Context: an optimization exercise on an open-source flow, tuned for small area. The choices shown serve that exercise and are no tape-out recipe.
The RTL was checked by simulation tests, not by an equivalence proof against the original design.

**flow/flow/run.sh**
```bash
#!/bin/bash
set -euo pipefail
HERE=$(pwd)
FLOWDIR=$HERE/flow

# ORFS synth.tcl with the ABC script replaced by ours
sed -e "s#-script \$abc_script#-script $FLOWDIR/abc_area.script#" \
    $FLOW_HOME/scripts/synth_preamble.tcl > $HERE/my_synth_preamble.tcl
sed -e "s#source \$::env(SCRIPTS_DIR)/synth_preamble.tcl#source $HERE/my_synth_preamble.tcl#" \
    -e "s#extract_fa {\*}\[dont_use_extract_fa_args\]#extract_fa -fa#" \
    $FLOW_HOME/scripts/synth.tcl > $HERE/my_synth.tcl
grep -q "my_synth_preamble.tcl" $HERE/my_synth.tcl
grep -q "extract_fa -fa" $HERE/my_synth.tcl
grep -q "$FLOWDIR/abc_area.script" $HERE/my_synth_preamble.tcl
# The standard flow's synthesis script, sourcing the modified synth.tcl
sed -e "s#source \$::env(SCRIPTS_DIR)/synth.tcl#source $HERE/my_synth.tcl#" \
    $HERE/synth_recipe.tcl > $HERE/my_synth_recipe.tcl
grep -q "my_synth.tcl" $HERE/my_synth_recipe.tcl
# standard.sh with our synthesis script
sed -e "s#SYNTH_SCRIPT=[^ ]*#SYNTH_SCRIPT=$HERE/my_synth_recipe.tcl#" $HERE/standard.sh > $HERE/my_standard.sh
grep -q "my_synth_recipe.tcl" $HERE/my_standard.sh

export SYNTH_ARGS="-noabc"
export BUFFER_PORTS_ARGS="-buffer_cell sky130_fd_sc_hd__buf_1"
if [[ -s $FLOWDIR/cts_args.txt ]]; then
  export CTS_ARGS="$(cat $FLOWDIR/cts_args.txt)"
fi
bash $HERE/my_standard.sh > $HERE/standard.log 2>&1
```
**flow/flow/abc_area.script**
```
strash
dch -f
amap
strash
dch -f
amap
```
**flow/flow/cts_args.txt**
```
-sink_clustering_enable -repair_clock_nets -dont_use_dummy_load -buf_list sky130_fd_sc_hd__clkbuf_8 -sink_clustering_size 20 -sink_clustering_max_diameter 50
```
**flow/standard.sh**
```bash
#!/bin/bash
# synth_recipe.tcl (not shown) runs the flow's synth.tcl, then flattens the netlist and writes it again
# the make line also repeats each setting of config.mk as NAME=value (left out here)
make -C /OpenROAD-flow-scripts/flow DESIGN_CONFIG=/design/flow/config.mk WORK_HOME=/design/flow/orfs CLKGATE_MAP_FILE= SYNTH_SCRIPT=/design/flow/synth_recipe.tcl "${@:-finish}"
```
**flow/config.mk**
```make
export PLATFORM = sky130hd
export DESIGN_NAME = db_filter
export DESIGN_NICKNAME = db_filter
export VERILOG_FILES = /design/flow/design.v
export SDC_FILE = /design/flow/constraint.sdc
export NUM_CORES = 8
export LEC_CHECK = 0
export CAP_MARGIN = 20
export CORE_MARGIN = 2
export CORE_UTILIZATION = 60
export SLEW_MARGIN = 20
```
**flow/constraint.sdc**
```tcl
create_clock -name core_clock -period 9.0 [get_ports {clk}]
set_input_delay 1.8000 -clock core_clock [delete_from_list [all_inputs] [get_ports {clk}]]
set_output_delay 1.8000 -clock core_clock [all_outputs]
set_load 0.01 [all_outputs]
```
**flow/design.v**
```verilog
`timescale 1ns/100ps                                  
`timescale 1ns/100ps                                  
module rom_alpha ( address_i, q_o );
input [5:0] address_i;
output [7:0] q_o;
reg [7:0] q_o;
always@(address_i)
begin
	case(address_i)
	6'd16:q_o = 8'd4;
	6'd17:q_o = 8'd4;
	6'd18:q_o = 8'd5;
	6'd19:q_o = 8'd6;
	6'd20:q_o = 8'd7;
	6'd21:q_o = 8'd8;
	6'd22:q_o = 8'd9;
	6'd23:q_o = 8'd10;
	6'd24:q_o = 8'd12;
	6'd25:q_o = 8'd13;
	6'd26:q_o = 8'd15;
	6'd27:q_o = 8'd17;
	6'd28:q_o = 8'd20;
	6'd29:q_o = 8'd22;
	6'd30:q_o = 8'd25;
	6'd31:q_o = 8'd28;
	6'd32:q_o = 8'd32;
	6'd33:q_o = 8'd36;
	6'd34:q_o = 8'd40;
	6'd35:q_o = 8'd45;
	6'd36:q_o = 8'd50;
	6'd37:q_o = 8'd56;
	6'd38:q_o = 8'd63;
	6'd39:q_o = 8'd71;
	6'd40:q_o = 8'd80;
	6'd41:q_o = 8'd90;
	6'd42:q_o = 8'd101;
	6'd43:q_o = 8'd113;
	6'd44:q_o = 8'd127;
	6'd45:q_o = 8'd144;
	6'd46:q_o = 8'd162;
	6'd47:q_o = 8'd182;
	6'd48:q_o = 8'd203;
	6'd49:q_o = 8'd226;
	6'd50:q_o = 8'd255;
	6'd51:q_o = 8'd255;
	default: q_o = 0;
endcase
end
endmodule
`timescale 1ns/100ps                                  
module rom_beta (  address_i, q_o );
input [5:0] address_i;
output [4:0] q_o;
reg [4:0] q_o;
always@(address_i)
begin
	case(address_i)
	6'd16:q_o = 5'd2;
	6'd17:q_o = 5'd2;
	6'd18:q_o = 5'd2;
	6'd19:q_o = 5'd3;
	6'd20:q_o = 5'd3;
	6'd21:q_o = 5'd3;
	6'd22:q_o = 5'd3;
	6'd23:q_o = 5'd4;
	6'd24:q_o = 5'd4;
	6'd25:q_o = 5'd4;
	6'd26:q_o = 5'd6;
	6'd27:q_o = 5'd6;
	6'd28:q_o = 5'd7;
	6'd29:q_o = 5'd7;
	6'd30:q_o = 5'd8;
	6'd31:q_o = 5'd8;
	6'd32:q_o = 5'd9;
	6'd33:q_o = 5'd9;
	6'd34:q_o = 5'd10;
	6'd35:q_o = 5'd10;
	6'd36:q_o = 5'd11;
	6'd37:q_o = 5'd11;
	6'd38:q_o = 5'd12;
	6'd39:q_o = 5'd12;
	6'd40:q_o = 5'd13;
	6'd41:q_o = 5'd13;
	6'd42:q_o = 5'd14;
	6'd43:q_o = 5'd14;
	6'd44:q_o = 5'd15;
	6'd45:q_o = 5'd15;
	6'd46:q_o = 5'd16;
	6'd47:q_o = 5'd16;
	6'd48:q_o = 5'd17;
	6'd49:q_o = 5'd17;
	6'd50:q_o = 5'd18;
	6'd51:q_o = 5'd18;
	default: q_o = 0;
endcase
end
endmodule
`timescale 1ns/100ps                                  
module rom_clip ( address_i, q_o );
input [8:0] address_i;
output [4:0] q_o;
reg [4:0] q_o; 
always@(address_i)
begin
	case(address_i)
	{3'd1,6'd23}:q_o = 5'd1;
	{3'd1,6'd24}:q_o = 5'd1;
	{3'd1,6'd25}:q_o = 5'd1;
	{3'd1,6'd26}:q_o = 5'd1;
	{3'd1,6'd27}:q_o = 5'd1;
	{3'd1,6'd28}:q_o = 5'd1;
	{3'd1,6'd29}:q_o = 5'd1;
	{3'd1,6'd30}:q_o = 5'd1;
	{3'd1,6'd31}:q_o = 5'd1;
	{3'd1,6'd32}:q_o = 5'd1;
	{3'd1,6'd33}:q_o = 5'd2;
	{3'd1,6'd34}:q_o = 5'd2;
	{3'd1,6'd35}:q_o = 5'd2;
	{3'd1,6'd36}:q_o = 5'd2;
	{3'd1,6'd37}:q_o = 5'd3;
	{3'd1,6'd38}:q_o = 5'd3;
	{3'd1,6'd39}:q_o = 5'd3;
	{3'd1,6'd40}:q_o = 5'd4;
	{3'd1,6'd41}:q_o = 5'd4;
	{3'd1,6'd42}:q_o = 5'd4;
	{3'd1,6'd43}:q_o = 5'd5;
	{3'd1,6'd44}:q_o = 5'd6;
	{3'd1,6'd45}:q_o = 5'd6;
	{3'd1,6'd46}:q_o = 5'd7;
	{3'd1,6'd47}:q_o = 5'd8;
	{3'd1,6'd48}:q_o = 5'd9;
	{3'd1,6'd49}:q_o = 5'd10;
	{3'd1,6'd50}:q_o = 5'd11;
	{3'd1,6'd51}:q_o = 5'd13;
	{3'd2,6'd21}:q_o = 5'd1;
	{3'd2,6'd22}:q_o = 5'd1;
	{3'd2,6'd23}:q_o = 5'd1;
	{3'd2,6'd24}:q_o = 5'd1;
	{3'd2,6'd25}:q_o = 5'd1;
	{3'd2,6'd26}:q_o = 5'd1;
	{3'd2,6'd27}:q_o = 5'd1;
	{3'd2,6'd28}:q_o = 5'd1;
	{3'd2,6'd29}:q_o = 5'd1;
	{3'd2,6'd30}:q_o = 5'd1;
	{3'd2,6'd31}:q_o = 5'd2;
	{3'd2,6'd32}:q_o = 5'd2;
	{3'd2,6'd33}:q_o = 5'd2;
	{3'd2,6'd34}:q_o = 5'd2;
	{3'd2,6'd35}:q_o = 5'd3;
	{3'd2,6'd36}:q_o = 5'd3;
	{3'd2,6'd37}:q_o = 5'd3;
	{3'd2,6'd38}:q_o = 5'd4;
	{3'd2,6'd39}:q_o = 5'd4;
	{3'd2,6'd40}:q_o = 5'd5;
	{3'd2,6'd41}:q_o = 5'd5;
	{3'd2,6'd42}:q_o = 5'd6;
	{3'd2,6'd43}:q_o = 5'd7;
	{3'd2,6'd44}:q_o = 5'd8;
	{3'd2,6'd45}:q_o = 5'd8;
	{3'd2,6'd46}:q_o = 5'd10;
	{3'd2,6'd47}:q_o = 5'd11;
	{3'd2,6'd48}:q_o = 5'd12;
	{3'd2,6'd49}:q_o = 5'd13;
	{3'd2,6'd50}:q_o = 5'd15;
	{3'd2,6'd51}:q_o = 5'd17;
	{3'd3,6'd17}:q_o = 5'd1;
	{3'd3,6'd18}:q_o = 5'd1;
	{3'd3,6'd19}:q_o = 5'd1;
	{3'd3,6'd20}:q_o = 5'd1;
	{3'd3,6'd21}:q_o = 5'd1;
	{3'd3,6'd22}:q_o = 5'd1;
	{3'd3,6'd23}:q_o = 5'd1;
	{3'd3,6'd24}:q_o = 5'd1;
	{3'd3,6'd25}:q_o = 5'd1;
	{3'd3,6'd26}:q_o = 5'd1;
	{3'd3,6'd27}:q_o = 5'd2;
	{3'd3,6'd28}:q_o = 5'd2;
	{3'd3,6'd29}:q_o = 5'd2;
	{3'd3,6'd30}:q_o = 5'd2;
	{3'd3,6'd31}:q_o = 5'd3;
	{3'd3,6'd32}:q_o = 5'd3;
	{3'd3,6'd33}:q_o = 5'd3;
	{3'd3,6'd34}:q_o = 5'd4;
	{3'd3,6'd35}:q_o = 5'd4;
	{3'd3,6'd36}:q_o = 5'd4;
	{3'd3,6'd37}:q_o = 5'd5;
	{3'd3,6'd38}:q_o = 5'd6;
	{3'd3,6'd39}:q_o = 5'd6;
	{3'd3,6'd40}:q_o = 5'd7;
	{3'd3,6'd41}:q_o = 5'd8;
	{3'd3,6'd42}:q_o = 5'd9;
	{3'd3,6'd43}:q_o = 5'd10;
	{3'd3,6'd44}:q_o = 5'd11;
	{3'd3,6'd45}:q_o = 5'd13;
	{3'd3,6'd46}:q_o = 5'd14;
	{3'd3,6'd47}:q_o = 5'd16;
	{3'd3,6'd48}:q_o = 5'd18;
	{3'd3,6'd49}:q_o = 5'd20;
	{3'd3,6'd50}:q_o = 5'd23;
	{3'd3,6'd51}:q_o = 5'd25;	
	default: q_o = 0;
endcase
end
endmodule
module rca #(parameter W = 8) (a, b, ci, s, co);
input  [W-1:0] a, b;
input          ci;
output [W-1:0] s;
output         co;
wire   [W:0]   c;
assign c[0] = ci;
genvar i;
generate for (i = 0; i < W; i = i + 1) begin : bit_
	assign {c[i+1], s[i]} = a[i] + b[i] + c[i];
end endgenerate
assign co = c[W];
endmodule
module rcc #(parameter W = 8) (a, b, ci, co);
input  [W-1:0] a, b;
input          ci;
output         co;
wire   [W:0]   c;
assign c[0] = ci;
genvar i;
generate for (i = 0; i < W; i = i + 1) begin : bit_
	assign c[i+1] = (a[i] & b[i]) | (c[i] & (a[i] | b[i]));
end endgenerate
assign co = c[W];
endmodule
module beta_test (a, b, nbeta1, ok);
input  [7:0] a, b;
input  [4:0] nbeta1;
output       ok;
wire [7:0] d;
wire       co;
rca #(8) sub (.a(a), .b(~b), .ci(1'b1), .s(d), .co(co));
wire s = ~co;                         
wire [4:0] x = d[4:0] ^ {5{s}};       
wire c5;
rcc #(5) cmp (.a(x), .b(nbeta1), .ci(s), .co(c5));
assign ok = ~c5 & (d[7:5] == {3{s}});
endmodule
module line_pre ( pix, en, nalpha1, nts1, nbeta1, tc0_l, ntc0_l, tc_c,
                  edge_on, ap, aq, con_s, dm, clip_l, clip_c, difp, difq );
input  [63:0] pix;       
input         en;        
input  [7:0]  nalpha1;   
input  [7:0]  nts1;      
input  [4:0]  nbeta1;    
input  [4:0]  tc0_l;     
input  [5:0]  ntc0_l;    
input  [4:0]  tc_c;      
output        edge_on, ap, aq, con_s;
output [5:0]  dm;
output        clip_l, clip_c;
output [5:0]  difp, difq;
wire [7:0] p2 = pix[55:48], p1 = pix[47:40], p0 = pix[39:32];
wire [7:0] q0 = pix[31:24], q1 = pix[23:16], q2 = pix[15:8];
wire [8:0] e;                                    
wire       e_co;
rca #(8) sub_e (.a(q0), .b(~p0), .ci(1'b1), .s(e[7:0]), .co(e_co));
assign e[8] = ~e_co;
wire       e_s = e[8];
wire [7:0] e_x = e[7:0] ^ {8{e_s}};
wire ca, cs;
rcc #(8) cmp_a (.a(e_x), .b(nalpha1), .ci(e_s), .co(ca));
rcc #(8) cmp_s (.a(e_x), .b(nts1),    .ci(e_s), .co(cs));
assign con_s = ~cs;
wire b_p1, b_q1;
beta_test bt_p1 (.a(p1), .b(p0), .nbeta1(nbeta1), .ok(b_p1));
beta_test bt_q1 (.a(q1), .b(q0), .nbeta1(nbeta1), .ok(b_q1));
beta_test bt_p2 (.a(p2), .b(p0), .nbeta1(nbeta1), .ok(ap));
beta_test bt_q2 (.a(q2), .b(q0), .nbeta1(nbeta1), .ok(aq));
assign edge_on = en & ~ca & b_p1 & b_q1;
wire [8:0] u;                                    
wire       u_co;
rca #(8) sub_u (.a(p1), .b(~q1), .ci(1'b1), .s(u[7:0]), .co(u_co));
assign u[8] = ~u_co;
wire [9:0] w;
wire       w_co;
rca #(10) add_w (.a({e_s, e}), .b({u[8], u[8], u[8], u[8:2]}), .ci(1'b1), .s(w), .co(w_co));
wire [8:0] delta = w[9:1];
wire       s     = delta[8];
wire [7:0] y     = delta[7:0] ^ {8{s}};    
wire       big   = |y[7:5];                
assign dm = {s, delta[4:0]};
wire [4:0] dd;
wire       dc;
rca #(5) sub_d (.a(y[4:0]), .b(~tc0_l), .ci(s), .s(dd), .co(dc));
assign clip_l = big | (dc & ((~ap & ~aq) | ((ap ^ aq) & (|dd)) | (ap & aq & (|dd[4:1]))));
wire cc5;
rcc #(5) cmp_c (.a(y[4:0]), .b(~tc_c), .ci(s), .co(cc5));
assign clip_c = big | cc5;
wire [8:0] a_c;
rca #(8) add_a (.a(p0), .b(q0), .ci(1'b1), .s(a_c[7:0]), .co(a_c[8]));
wire [7:0] avg = a_c[8:1];
p1_pre pp (.x2(p2), .x1(p1), .avg(avg), .tc0(tc0_l), .ntc0(ntc0_l), .dif(difp));
p1_pre pq (.x2(q2), .x1(q1), .avg(avg), .tc0(tc0_l), .ntc0(ntc0_l), .dif(difq));
endmodule
module p1_pre (x2, x1, avg, tc0, ntc0, dif);
input  [7:0] x2, x1, avg;
input  [4:0] tc0;
input  [5:0] ntc0;
output [5:0] dif;
wire [7:0] h_s;
wire       h_co;
rca #(8) add_h (.a(x2), .b(avg), .ci(1'b0), .s(h_s), .co(h_co));
wire [7:0] h = {h_co, h_s[7:1]};
wire [7:0] t;
wire       t_co;
rca #(8) sub_t (.a(h), .b(~x1), .ci(1'b1), .s(t), .co(t_co));
wire       t_s  = ~t_co;
wire [7:0] t_y  = t ^ {8{t_s}};
wire       c5;
rcc #(5) cmp (.a(t_y[4:0]), .b(~tc0), .ci(t_s), .co(c5));
wire       clip = (|t_y[7:5]) | c5;
assign dif = clip ? (t_s ? ntc0 : {1'b0, tc0}) : t[5:0];
endmodule
module add_clip (x, z, ci, y);
input  [7:0] x;
input  [5:0] z;
input        ci;
output [7:0] y;
wire [4:0] lo;
wire       c5;
rca #(5) add_lo (.a(x[4:0]), .b(z[4:0]), .ci(ci), .s(lo), .co(c5));
wire [2:0] xh  = x[7:5];
wire [2:0] inc = {xh[2] ^ (xh[1] & xh[0]), xh[1] ^ xh[0], ~xh[0]};
wire [2:0] dec = {xh[2] ^ (~xh[1] & ~xh[0]), ~(xh[1] ^ xh[0]), ~xh[0]};
wire       sg  = z[5];
wire [2:0] hi  = (sg == c5) ? xh : (c5 ? inc : dec);
wire       ovf = ~sg & c5 & (&xh);
wire       unf = sg & ~c5 & ~(|xh);
assign y = ({hi, lo} | {8{ovf}}) & ~{8{unf}};
endmodule
module add_wrap (x, z, y);
input  [7:0] x;
input  [5:0] z;
output [7:0] y;
wire [4:0] lo;
wire       c5;
rca #(5) add_lo (.a(x[4:0]), .b(z[4:0]), .ci(1'b0), .s(lo), .co(c5));
wire [2:0] xh  = x[7:5];
wire [2:0] inc = {xh[2] ^ (xh[1] & xh[0]), xh[1] ^ xh[0], ~xh[0]};
wire [2:0] dec = {xh[2] ^ (~xh[1] & ~xh[0]), ~(xh[1] ^ xh[0]), ~xh[0]};
wire       sg  = z[5];
wire [2:0] hi  = (sg == c5) ? xh : (c5 ? inc : dec);
assign y = {hi, lo};
endmodule
module line_post ( pix, edge_on, ap, aq, con_s, dm, clip_l, clip_c, difp, difq,
                   t0, t1, t2, tcc, norm, strongf, chroma, pix_o );
input  [63:0] pix;       
input         edge_on;   
input         ap, aq;    
input         con_s;     
input  [5:0]  dm;        
input         clip_l;    
input         clip_c;    
input  [5:0]  difp, difq;  
input  [4:0]  t0, t1, t2;  
input  [4:0]  tcc;       
input         norm;      
input         strongf;   
input         chroma;
output [63:0] pix_o;
wire [7:0] p3 = pix[63:56], p2 = pix[55:48], p1 = pix[47:40], p0 = pix[39:32];
wire [7:0] q0 = pix[31:24], q1 = pix[23:16], q2 = pix[15:8],  q3 = pix[7:0];
wire luma = ~chroma;
wire fn   = edge_on & norm;
wire fs   = edge_on & strongf;
wire sp   = fs & ap & con_s & luma;
wire sq   = fs & aq & con_s & luma;
wire [4:0] tc_l = (ap & aq) ? t2 : ((ap | aq) ? t1 : t0);
wire [4:0] tcs  = chroma ? tcc : tc_l;
wire       clip = chroma ? clip_c : clip_l;
wire       s    = dm[5];
wire [5:0] z    = fn ? {s, (clip ? (tcs ^ {5{s}}) : dm[4:0])} : 6'd0;
wire       zc   = fn & clip & s;
wire [7:0] p0n, q0n;
add_clip ac_p0 (.x(p0), .z(z),  .ci(zc),  .y(p0n));
add_clip ac_q0 (.x(q0), .z(~z), .ci(~zc), .y(q0n));
wire [7:0] p1n, q1n;
add_wrap aw_p1 (.x(p1), .z((fn & ap & luma) ? difp : 6'd0), .y(p1n));
add_wrap aw_q1 (.x(q1), .z((fn & aq & luma) ? difq : 6'd0), .y(q1n));
wire [8:0] pq1, ep, eq;
rca #(8) add_pq1 (.a(p1), .b(q1), .ci(1'b0), .s(pq1[7:0]), .co(pq1[8]));
rca #(8) add_ep  (.a(p1), .b(p0), .ci(1'b1), .s(ep[7:0]),  .co(ep[8]));
rca #(8) add_eq  (.a(q1), .b(q0), .ci(1'b1), .s(eq[7:0]),  .co(eq[8]));
wire [9:0] cc;
rca #(9) add_c (.a(ep), .b(eq), .ci(1'b0), .s(cc[8:0]), .co(cc[9]));
wire [7:0] p0s, p1s, p2s, q0s, q1s, q2s, p0c, q0c;
strong_side ssp (.x3(p3), .x2(p2), .y0(q0), .e(ep), .pq1(pq1), .cc(cc), .y0s(p0s), .y1s(p1s), .y2s(p2s), .y0c(p0c));
strong_side ssq (.x3(q3), .x2(q2), .y0(p0), .e(eq), .pq1(pq1), .cc(cc), .y0s(q0s), .y1s(q1s), .y2s(q2s), .y0c(q0c));
wire [7:0] p0o = fs ? (sp ? p0s : p0c) : p0n;
wire [7:0] q0o = fs ? (sq ? q0s : q0c) : q0n;
wire [7:0] p1o = sp ? p1s : p1n;
wire [7:0] q1o = sq ? q1s : q1n;
wire [7:0] p2o = sp ? p2s : p2;
wire [7:0] q2o = sq ? q2s : q2;
assign pix_o = {p3, p2o, p1o, p0o, q0o, q1o, q2o, q3};
endmodule
module strong_side (x3, x2, y0, e, pq1, cc, y0s, y1s, y2s, y0c);
input  [7:0] x3, x2, y0;
input  [8:0] e, pq1;
input  [9:0] cc;
output [7:0] y0s, y1s, y2s, y0c;
wire [8:0] f;
rca #(8) add_f (.a(x2), .b(y0), .ci(1'b0), .s(f[7:0]), .co(f[8]));
wire [9:0] s;
rca #(9) add_s (.a(e), .b(f), .ci(1'b1), .s(s[8:0]), .co(s[9]));
assign y1s = s[9:2];
wire [10:0] t0;
rca #(10) add_0 (.a(s), .b(cc), .ci(1'b0), .s(t0[9:0]), .co(t0[10]));
assign y0s = t0[10:3];
wire [8:0] m;
rca #(8) add_m (.a(x3), .b(x2), .ci(1'b1), .s(m[7:0]), .co(m[8]));
wire [10:0] t2;
rca #(10) add_2 (.a(s), .b({m, 1'b0}), .ci(1'b0), .s(t2[9:0]), .co(t2[10]));
assign y2s = t2[10:3];
wire [9:0] x;
rca #(9) add_x (.a(e), .b(pq1), .ci(1'b1), .s(x[8:0]), .co(x[9]));
assign y0c = x[9:2];
endmodule
module db_filter ( clk,
					 rst, 
					 bs_luma,
					 bs_chroma_1, 
					 bs_chroma_2, 
                     qp1_i, qp2_i,
					 select,
					 p3_1_i, p2_1_i, p1_1_i, p0_1_i, q0_1_i, q1_1_i, q2_1_i, q3_1_i,
                     p3_2_i, p2_2_i, p1_2_i, p0_2_i, q0_2_i, q1_2_i, q2_2_i, q3_2_i,
                     p3_3_i, p2_3_i, p1_3_i, p0_3_i, q0_3_i, q1_3_i, q2_3_i, q3_3_i,
                     p3_4_i, p2_4_i, p1_4_i, p0_4_i, q0_4_i, q1_4_i, q2_4_i, q3_4_i,
					 p3_1_o, p2_1_o, p1_1_o, p0_1_o, q0_1_o, q1_1_o, q2_1_o, q3_1_o,
                     p3_2_o, p2_2_o, p1_2_o, p0_2_o, q0_2_o, q1_2_o, q2_2_o, q3_2_o,
                     p3_3_o, p2_3_o, p1_3_o, p0_3_o, q0_3_o, q1_3_o, q2_3_o, q3_3_o,
                     p3_4_o, p2_4_o, p1_4_o, p0_4_o, q0_4_o, q1_4_o, q2_4_o, q3_4_o
                    );
input clk;
input rst;
input [2:0] bs_luma;
input [2:0] bs_chroma_1;
input [2:0] bs_chroma_2;
input [5:0] qp1_i, qp2_i;
input select;                  
input [7:0] p3_1_i, p2_1_i, p1_1_i, p0_1_i, q0_1_i, q1_1_i, q2_1_i, q3_1_i;
input [7:0] p3_2_i, p2_2_i, p1_2_i, p0_2_i, q0_2_i, q1_2_i, q2_2_i, q3_2_i;
input [7:0] p3_3_i, p2_3_i, p1_3_i, p0_3_i, q0_3_i, q1_3_i, q2_3_i, q3_3_i;
input [7:0] p3_4_i, p2_4_i, p1_4_i, p0_4_i, q0_4_i, q1_4_i, q2_4_i, q3_4_i;
output [7:0] p3_1_o, p2_1_o, p1_1_o, p0_1_o, q0_1_o, q1_1_o, q2_1_o, q3_1_o;
output [7:0] p3_2_o, p2_2_o, p1_2_o, p0_2_o, q0_2_o, q1_2_o, q2_2_o, q3_2_o;
output [7:0] p3_3_o, p2_3_o, p1_3_o, p0_3_o, q0_3_o, q1_3_o, q2_3_o, q3_3_o;
output [7:0] p3_4_o, p2_4_o, p1_4_o, p0_4_o, q0_4_o, q1_4_o, q2_4_o, q3_4_o;
wire [6:0] qpav1 = qp1_i + qp2_i + 7'd1;
wire [5:0] index = (qpav1[6:1] >= 6'd51) ? 6'd51 : qpav1[6:1];
wire [255:0] pix_i = {p3_1_i, p2_1_i, p1_1_i, p0_1_i, q0_1_i, q1_1_i, q2_1_i, q3_1_i,
                      p3_2_i, p2_2_i, p1_2_i, p0_2_i, q0_2_i, q1_2_i, q2_2_i, q3_2_i,
                      p3_3_i, p2_3_i, p1_3_i, p0_3_i, q0_3_i, q1_3_i, q2_3_i, q3_3_i,
                      p3_4_i, p2_4_i, p1_4_i, p0_4_i, q0_4_i, q1_4_i, q2_4_i, q3_4_i};
reg [255:0] pix_1;
reg [5:0]   index_1;
reg [2:0]   bsl_1, bsc1_1, bsc2_1;
always @(posedge clk or negedge rst) begin
	if(!rst) begin
		pix_1   <= 0;
		index_1 <= 0;
		bsl_1   <= 0;
		bsc1_1  <= 0;
		bsc2_1  <= 0;
	end
	else begin
		pix_1   <= pix_i;
		index_1 <= index;
		bsl_1   <= bs_luma;
		bsc1_1  <= bs_chroma_1;
		bsc2_1  <= bs_chroma_2;
	end
end
wire [7:0] alpha;
wire [4:0] beta;
rom_alpha alpha1 ( .address_i(index_1), .q_o(alpha));
rom_beta  beta1  ( .address_i(index_1), .q_o(beta) );
wire       en      = index_1[5] | index_1[4];      
wire [7:0] nalpha1 = ~(alpha - 8'd1);
wire [7:0] nts1    = ~({2'b00, alpha[7:2]} + 8'd1);
wire [4:0] nbeta1  = ~(beta - 5'd1);
wire [4:0] tc0_l, tc0_c1, tc0_c2;
rom_clip clip_l  (.address_i({bsl_1,  index_1}), .q_o(tc0_l));
rom_clip clip_c1 (.address_i({bsc1_1, index_1}), .q_o(tc0_c1));
rom_clip clip_c2 (.address_i({bsc2_1, index_1}), .q_o(tc0_c2));
wire [5:0] ntc0_l = 6'd0 - {1'b0, tc0_l};
wire [4:0] tc_c1  = tc0_c1 + 5'd1;
wire [4:0] tc_c2  = tc0_c2 + 5'd1;
wire [3:0] edge_on, ap, aq, con_s, clip_lm, clip_cm;
wire [23:0] dm, difp, difq;
line_pre pre1 (.pix(pix_1[255:192]), .en(en), .nalpha1(nalpha1), .nts1(nts1), .nbeta1(nbeta1), .tc0_l(tc0_l), .ntc0_l(ntc0_l), .tc_c(tc_c1),
               .edge_on(edge_on[3]), .ap(ap[3]), .aq(aq[3]), .con_s(con_s[3]), .dm(dm[23:18]), .clip_l(clip_lm[3]), .clip_c(clip_cm[3]), .difp(difp[23:18]), .difq(difq[23:18]));
line_pre pre2 (.pix(pix_1[191:128]), .en(en), .nalpha1(nalpha1), .nts1(nts1), .nbeta1(nbeta1), .tc0_l(tc0_l), .ntc0_l(ntc0_l), .tc_c(tc_c1),
               .edge_on(edge_on[2]), .ap(ap[2]), .aq(aq[2]), .con_s(con_s[2]), .dm(dm[17:12]), .clip_l(clip_lm[2]), .clip_c(clip_cm[2]), .difp(difp[17:12]), .difq(difq[17:12]));
line_pre pre3 (.pix(pix_1[127:64]),  .en(en), .nalpha1(nalpha1), .nts1(nts1), .nbeta1(nbeta1), .tc0_l(tc0_l), .ntc0_l(ntc0_l), .tc_c(tc_c2),
               .edge_on(edge_on[1]), .ap(ap[1]), .aq(aq[1]), .con_s(con_s[1]), .dm(dm[11:6]),  .clip_l(clip_lm[1]), .clip_c(clip_cm[1]), .difp(difp[11:6]),  .difq(difq[11:6]));
line_pre pre4 (.pix(pix_1[63:0]),    .en(en), .nalpha1(nalpha1), .nts1(nts1), .nbeta1(nbeta1), .tc0_l(tc0_l), .ntc0_l(ntc0_l), .tc_c(tc_c2),
               .edge_on(edge_on[0]), .ap(ap[0]), .aq(aq[0]), .con_s(con_s[0]), .dm(dm[5:0]),    .clip_l(clip_lm[0]), .clip_c(clip_cm[0]), .difp(difp[5:0]),    .difq(difq[5:0]));
wire norm_l    = (bsl_1  == 3'd1) | (bsl_1  == 3'd2) | (bsl_1  == 3'd3);
wire norm_c1   = (bsc1_1 == 3'd1) | (bsc1_1 == 3'd2) | (bsc1_1 == 3'd3);
wire norm_c2   = (bsc2_1 == 3'd1) | (bsc2_1 == 3'd2) | (bsc2_1 == 3'd3);
wire strong_l  = (bsl_1  == 3'd4);
wire strong_c1 = (bsc1_1 == 3'd4);
wire strong_c2 = (bsc2_1 == 3'd4);
reg [255:0] pix_2;
reg [3:0]   edge_on_2, ap_2, aq_2, con_s_2, clip_l_2, clip_c_2;
reg [23:0]  dm_2, difp_2, difq_2;
reg [4:0]   tc0_l_2, tc_c1_2, tc_c2_2;
reg         norm_l_2, norm_c1_2, norm_c2_2, strong_l_2, strong_c1_2, strong_c2_2;
always @(posedge clk or negedge rst) begin
	if(!rst) begin
		pix_2      <= 0;
		edge_on_2  <= 0;
		ap_2       <= 0;
		aq_2       <= 0;
		con_s_2    <= 0;
		clip_l_2   <= 0;
		clip_c_2   <= 0;
		dm_2       <= 0;
		difp_2     <= 0;
		difq_2     <= 0;
		tc0_l_2    <= 0;
		tc_c1_2    <= 0;
		tc_c2_2    <= 0;
		norm_l_2   <= 0;
		norm_c1_2  <= 0;
		norm_c2_2  <= 0;
		strong_l_2 <= 0;
		strong_c1_2<= 0;
		strong_c2_2<= 0;
	end
	else begin
		pix_2      <= pix_1;
		edge_on_2  <= edge_on;
		ap_2       <= ap;
		aq_2       <= aq;
		con_s_2    <= con_s;
		clip_l_2   <= clip_lm;
		clip_c_2   <= clip_cm;
		dm_2       <= dm;
		difp_2     <= difp;
		difq_2     <= difq;
		tc0_l_2    <= tc0_l;
		tc_c1_2    <= tc_c1;
		tc_c2_2    <= tc_c2;
		norm_l_2   <= norm_l;
		norm_c1_2  <= norm_c1;
		norm_c2_2  <= norm_c2;
		strong_l_2 <= strong_l;
		strong_c1_2<= strong_c1;
		strong_c2_2<= strong_c2;
	end
end
wire [4:0] t1 = tc0_l_2 + 5'd1;
wire [4:0] t2 = tc0_l_2 + 5'd2;
wire norm_a   = select ? norm_c1_2   : norm_l_2;
wire norm_b   = select ? norm_c2_2   : norm_l_2;
wire strong_a = select ? strong_c1_2 : strong_l_2;
wire strong_b = select ? strong_c2_2 : strong_l_2;
wire [255:0] pix_o;
line_post post1 (.pix(pix_2[255:192]), .edge_on(edge_on_2[3]), .ap(ap_2[3]), .aq(aq_2[3]), .con_s(con_s_2[3]), .dm(dm_2[23:18]), .clip_l(clip_l_2[3]), .clip_c(clip_c_2[3]),
                 .difp(difp_2[23:18]), .difq(difq_2[23:18]), .t0(tc0_l_2), .t1(t1), .t2(t2), .tcc(tc_c1_2), .norm(norm_a), .strongf(strong_a), .chroma(select), .pix_o(pix_o[255:192]));
line_post post2 (.pix(pix_2[191:128]), .edge_on(edge_on_2[2]), .ap(ap_2[2]), .aq(aq_2[2]), .con_s(con_s_2[2]), .dm(dm_2[17:12]), .clip_l(clip_l_2[2]), .clip_c(clip_c_2[2]),
                 .difp(difp_2[17:12]), .difq(difq_2[17:12]), .t0(tc0_l_2), .t1(t1), .t2(t2), .tcc(tc_c1_2), .norm(norm_a), .strongf(strong_a), .chroma(select), .pix_o(pix_o[191:128]));
line_post post3 (.pix(pix_2[127:64]),  .edge_on(edge_on_2[1]), .ap(ap_2[1]), .aq(aq_2[1]), .con_s(con_s_2[1]), .dm(dm_2[11:6]),  .clip_l(clip_l_2[1]), .clip_c(clip_c_2[1]),
                 .difp(difp_2[11:6]),  .difq(difq_2[11:6]),  .t0(tc0_l_2), .t1(t1), .t2(t2), .tcc(tc_c2_2), .norm(norm_b), .strongf(strong_b), .chroma(select), .pix_o(pix_o[127:64]));
line_post post4 (.pix(pix_2[63:0]),    .edge_on(edge_on_2[0]), .ap(ap_2[0]), .aq(aq_2[0]), .con_s(con_s_2[0]), .dm(dm_2[5:0]),    .clip_l(clip_l_2[0]), .clip_c(clip_c_2[0]),
                 .difp(difp_2[5:0]),   .difq(difq_2[5:0]),   .t0(tc0_l_2), .t1(t1), .t2(t2), .tcc(tc_c2_2), .norm(norm_b), .strongf(strong_b), .chroma(select), .pix_o(pix_o[63:0]));
assign {p3_1_o, p2_1_o, p1_1_o, p0_1_o, q0_1_o, q1_1_o, q2_1_o, q3_1_o,
        p3_2_o, p2_2_o, p1_2_o, p0_2_o, q0_2_o, q1_2_o, q2_2_o, q3_2_o,
        p3_3_o, p2_3_o, p1_3_o, p0_3_o, q0_3_o, q1_3_o, q2_3_o, q3_3_o,
        p3_4_o, p2_4_o, p1_4_o, p0_4_o, q0_4_o, q1_4_o, q2_4_o, q3_4_o} = pix_o;
endmodule
```
==> results.toml <==
[cells_and_area]
final_nets = 6037
fill_cells = 6380
seqCellArea_um2 = 16100
fin_cells = 5924
drive_gt1_share_pct = 4.99
syn2layout_area_growth_pct = 9.81
final_cell_area_um2 = 52700
multi_input_area_um2 = 29700

[timing]
drv_slew = 0
finalCriticalPeriod_ps = 8790
period_share_pct = 97.7
rsz0062_at_grt = "yes"
hold_viol_final = 0
fin_tns_setup_ps = 0
worst_pin_slew_ps = 1050
setup_viol = 0
fmax_ghz = 0.114
slew_headroom_pct = 29.2
worst_clock_skew_ps = 99.3
hold_slack_ps = 313

[yosys]
syn_avg_cell_area_um2 = 11.3
synth.most_common_cell = "fa_1"
synth_cell_types = 48
synth_commonest_cells = "fa_1 (889), dfrtp_1 (644), clkinv_1 (511)"
synthXorXnorAreaFrac_pct = 0.0548
seq_area_frac_synth_pct = 33.6
synthMuxAreaShare_pct = 0
async_flop_share_pct = 100
synth-simple-area-share_pct = 8.76
yosys_warnings = 4
synthCells = 4260
synth_top_flop_cell = "dfrtp_1"
yosys.area.top_type = "fa_1"
syn-cell-area_um2 = 48000
synth_compound_area_share_pct = 15.5
ys_ff_latch = 644
synth_top_family_by_area = "adder cells"
syn_nets = 5429
synth_edf_count = 0
synth_fa_ha_area_share_pct = 37.1
synth_top_area_share_pct = 37.1
yosys-top-cells-area = "fa_1 (37%), dfrtp_1 (34%), clkinv_1 (4.0%)"

[power_and_ir_drop]
p_per_area_nw_per_um2 = 227
p_sw_share_pct = 43.6
clkPwrFrac_pct = 14.6
fin_total_pwr_w = 0.0120
power.internal_w = 0.00674
ir_drop_uv = 184
power.leakage_nw = 20.3
combPwrFrac_pct = 56.7
seqPwrFrac_pct = 28.7
switching_power_w = 0.00522

[setup_path]
crit_family = "adder cells"
crit_top_cell = "fa_1"
crit_start = "pix_2[200]$_DFF_PN0_"
cpPeakStageDelay_ps = 520
crit_chain = "clkinv_2 > nor2_4 > fa_1 > fa_1 > fa_1 > fa_2 > buf_4 > fa_1 > fa_1 > fa_1 > fa_2 > fa_1 > fa_1 > fa_1 > a22o_1 > buf_1"
cp.depth = 16
critPathCapture = "q2_1_o[6]"
r2r_slack_ps = 460
worst-path-buf-inv = 3
arrival_ps = 6990
cp_slowest_cell = "fa_2"
path_max_fanout = 5
ff2ff_path_depth = 23
end_kind = "primary output"
r2r_end = "clip_l_2[2]$_DFF_PN0_"
reg2reg_from = "pix_1[145]$_DFF_PN0_"
critical_path_class = "flop to primary output"
setup.worst_path.start_class = "flop"
critPathRequiredTime_ps = 7200

[floorplan]
io_pins = 536
rows = 103
start_util_pct = 60.7
dieArea_um2 = 82200
die_w_um = 287
die_y_um = 287
core_um2 = 79000

[clocking]
cts_tree = "done"
root_buffer = "clkbuf_8"
cts.sinks = 644
h-tree-depth = 3
postCtsHoldBufs = 0
ctsLongestPathBuffers = 3
clk_latency_ps = 730
clk_pin_slew_ps = 110
cts_buffers = 77

[detailed_routing]
vias_per_cell = 6.11
antenna_left = 0
route.vias.total = 36200
remaining_drc_errors = 0
drt_pre_antenna_iters = 8
wl_per_cell_um = 25.5
dr.first_iter.drc_count = 3658
routed_wirelength_um = 151000

[job]
max_cap_violations = 0

[global_routing]
grt_pass1_vias = 36900
grt_max_degree = 165
grt_usage_pct = 37.9
antenna_found_initial = 6
grt_pass1_wl_um = 228000
grt_overflow = 0

[run_status]
status = "timing/DRC/antenna clean"

[placement]
gp_congestion = 0.998
dp_cells = 5832
io_buffers = 535
hpwl_um = 125000
place_area_um2 = 51300

[min_path]
hp-class = "flop to flop"
[final cells by class]
class	instances	area share, %
multi-input combinational	3041	56.4
sequential	644	30.6
timing repair buffer	593	4.74
inverter	511	3.66
tap	1050	2.49
clock buffer	77	2.01
antenna	8	0.0380
[what timing repair did]
action                                  in CTS  in global routing
resized for setup                           22                 83
endpoints found under the setup margin      15                 51
pin swaps                                    1                  9
buffers inserted                             0                  7
[state kept, by name (all words and copies together) (netlist names), 4 cells and up]
name and count:
pix_1 256, pix_2 256, difp_2 24, difq_2 24
dm_2 24, index_1 6, tc0_l_2 5, tc_c1_2 5
tc_c2_2 5, ap_2 4, aq_2 4, clip_c_2 4
clip_l_2 4, con_s_2 4, edge_on_2 4
[kinds of logic (layout without fill, tap and decap cells)]
kind of cell,count (synthesis),in the layout
adders and majority gates,889,889
DFF,644,644
other,0,8
xor gates and xnor gates,3,3
buffers and inverters,575,1181
and+or+nand+nor,993,993
AOI/OAI and AO/OA,1156,1156
[per-stage QoR]
step,worst slack [ps],utilization (%)
global placement,306,64.9
detailed placement,137,64.9
floorplan,641,-
global route,-37.8,66.6
finish,210,66.7
CTS,4.25,66.3
[power by group through the flow]
stage	registers, W	logic (W)	clock network (W)
floorplan	0.00338	0.00475	0
global placement	0.00348	0.00635	0
detailed placement	0.00349	0.00653	0
CTS	0.00343	0.00658	0.00179
global route	0.00347	0.00762	0.00190
finish	0.00343	0.00678	0.00174
[layout by cell type, fill, tap and decap left out, types with 9 or more instances in the layout]
| cell type | netlist | layout |
|---|---|---|
| o221ai_1 | 21 | 21 |
| fa_1 | 889 | 845 |
| o21ai_0 | 312 | 306 |
| a31oi_1 | 26 | 25 |
| nor2_2 | 0 | 10 |
| o21a_1 | 10 | 10 |
| buf_1 | 0 | 526 |
| a22o_1 | 88 | 88 |
| a211oi_1 | 45 | 40 |
| nor2b_1 | 59 | 59 |
| a221oi_1 | 33 | 33 |
| buf_4 | 64 | 55 |
| o221a_1 | 14 | 14 |
| a21oi_1 | 227 | 227 |
| or3_1 | 11 | 11 |
| a222oi_1 | 21 | 21 |
| inv_2 | 0 | 9 |
| dfrtp_1 | 644 | 641 |
| nor4_1 | 24 | 20 |
| fa_2 | 0 | 44 |
| nor3_1 | 36 | 35 |
| a22oi_1 | 84 | 74 |
| a221o_1 | 9 | 9 |
| a22oi_2 | 0 | 10 |
| o22ai_1 | 203 | 201 |
| nand2_1 | 291 | 291 |
| or2_0 | 33 | 30 |
| clkbuf_8 | 0 | 77 |
| nor2_1 | 497 | 485 |
| clkinv_1 | 511 | 497 |
| nand3_1 | 13 | 13 |
[per-layer routing]
metal / GRT usage, % / vias up / routed length [µm]
li1: - / 15700 / -
met1: 54.3 / 18200 / 60800
met2: 56.9 / 1880 / 69200
met3: 8.35 / 361 / 13600
met4: 15.9 / 0 / 7290
met5: 0 / - / 0
[worst min path at each step]
stage	startpoint	end	cells after the start
floorplan	pix_1[0]$_DFF_PN0_	pix_2[0]$_DFF_PN0_	0
global placement	pix_1[68]$_DFF_PN0_	pix_2[68]$_DFF_PN0_	0
detailed placement	pix_1[2]$_DFF_PN0_	pix_2[2]$_DFF_PN0_	0
CTS	pix_1[254]$_DFF_PN0_	pix_2[254]$_DFF_PN0_	0
global route	pix_1[254]$_DFF_PN0_	pix_2[254]$_DFF_PN0_	0
finish	pix_1[254]$_DFF_PN0_	pix_2[254]$_DFF_PN0_	0

static timing again, ports no longer ideal:
The flow's constraints put no driver on any port. The routed layout listed below was extracted and timed again, unchanged, in two steps.
Step 1: set_driving_cell puts a clkbuf_16 on clk and a buf_2 on each other input, an assumption about the parent block.
Step 2 also shifts input and output timing later by t, the mid clock arrival at the registers, as if the neighbouring blocks saw the same clock.
Three values: no drivers, after step 1, after step 2; two values: the first two.
shift t [ns]: 0.754
slack for setup (ns): 0.210 / 0.136 / 0.155
hold WS [ns]: 0.313 / 0.313 / 0.313
pins driven straight from the clock port: 1
After both steps this run still meets setup and hold. The setup slack of this run moves by -0.074 ns with the drivers and by -0.055 ns with both steps.
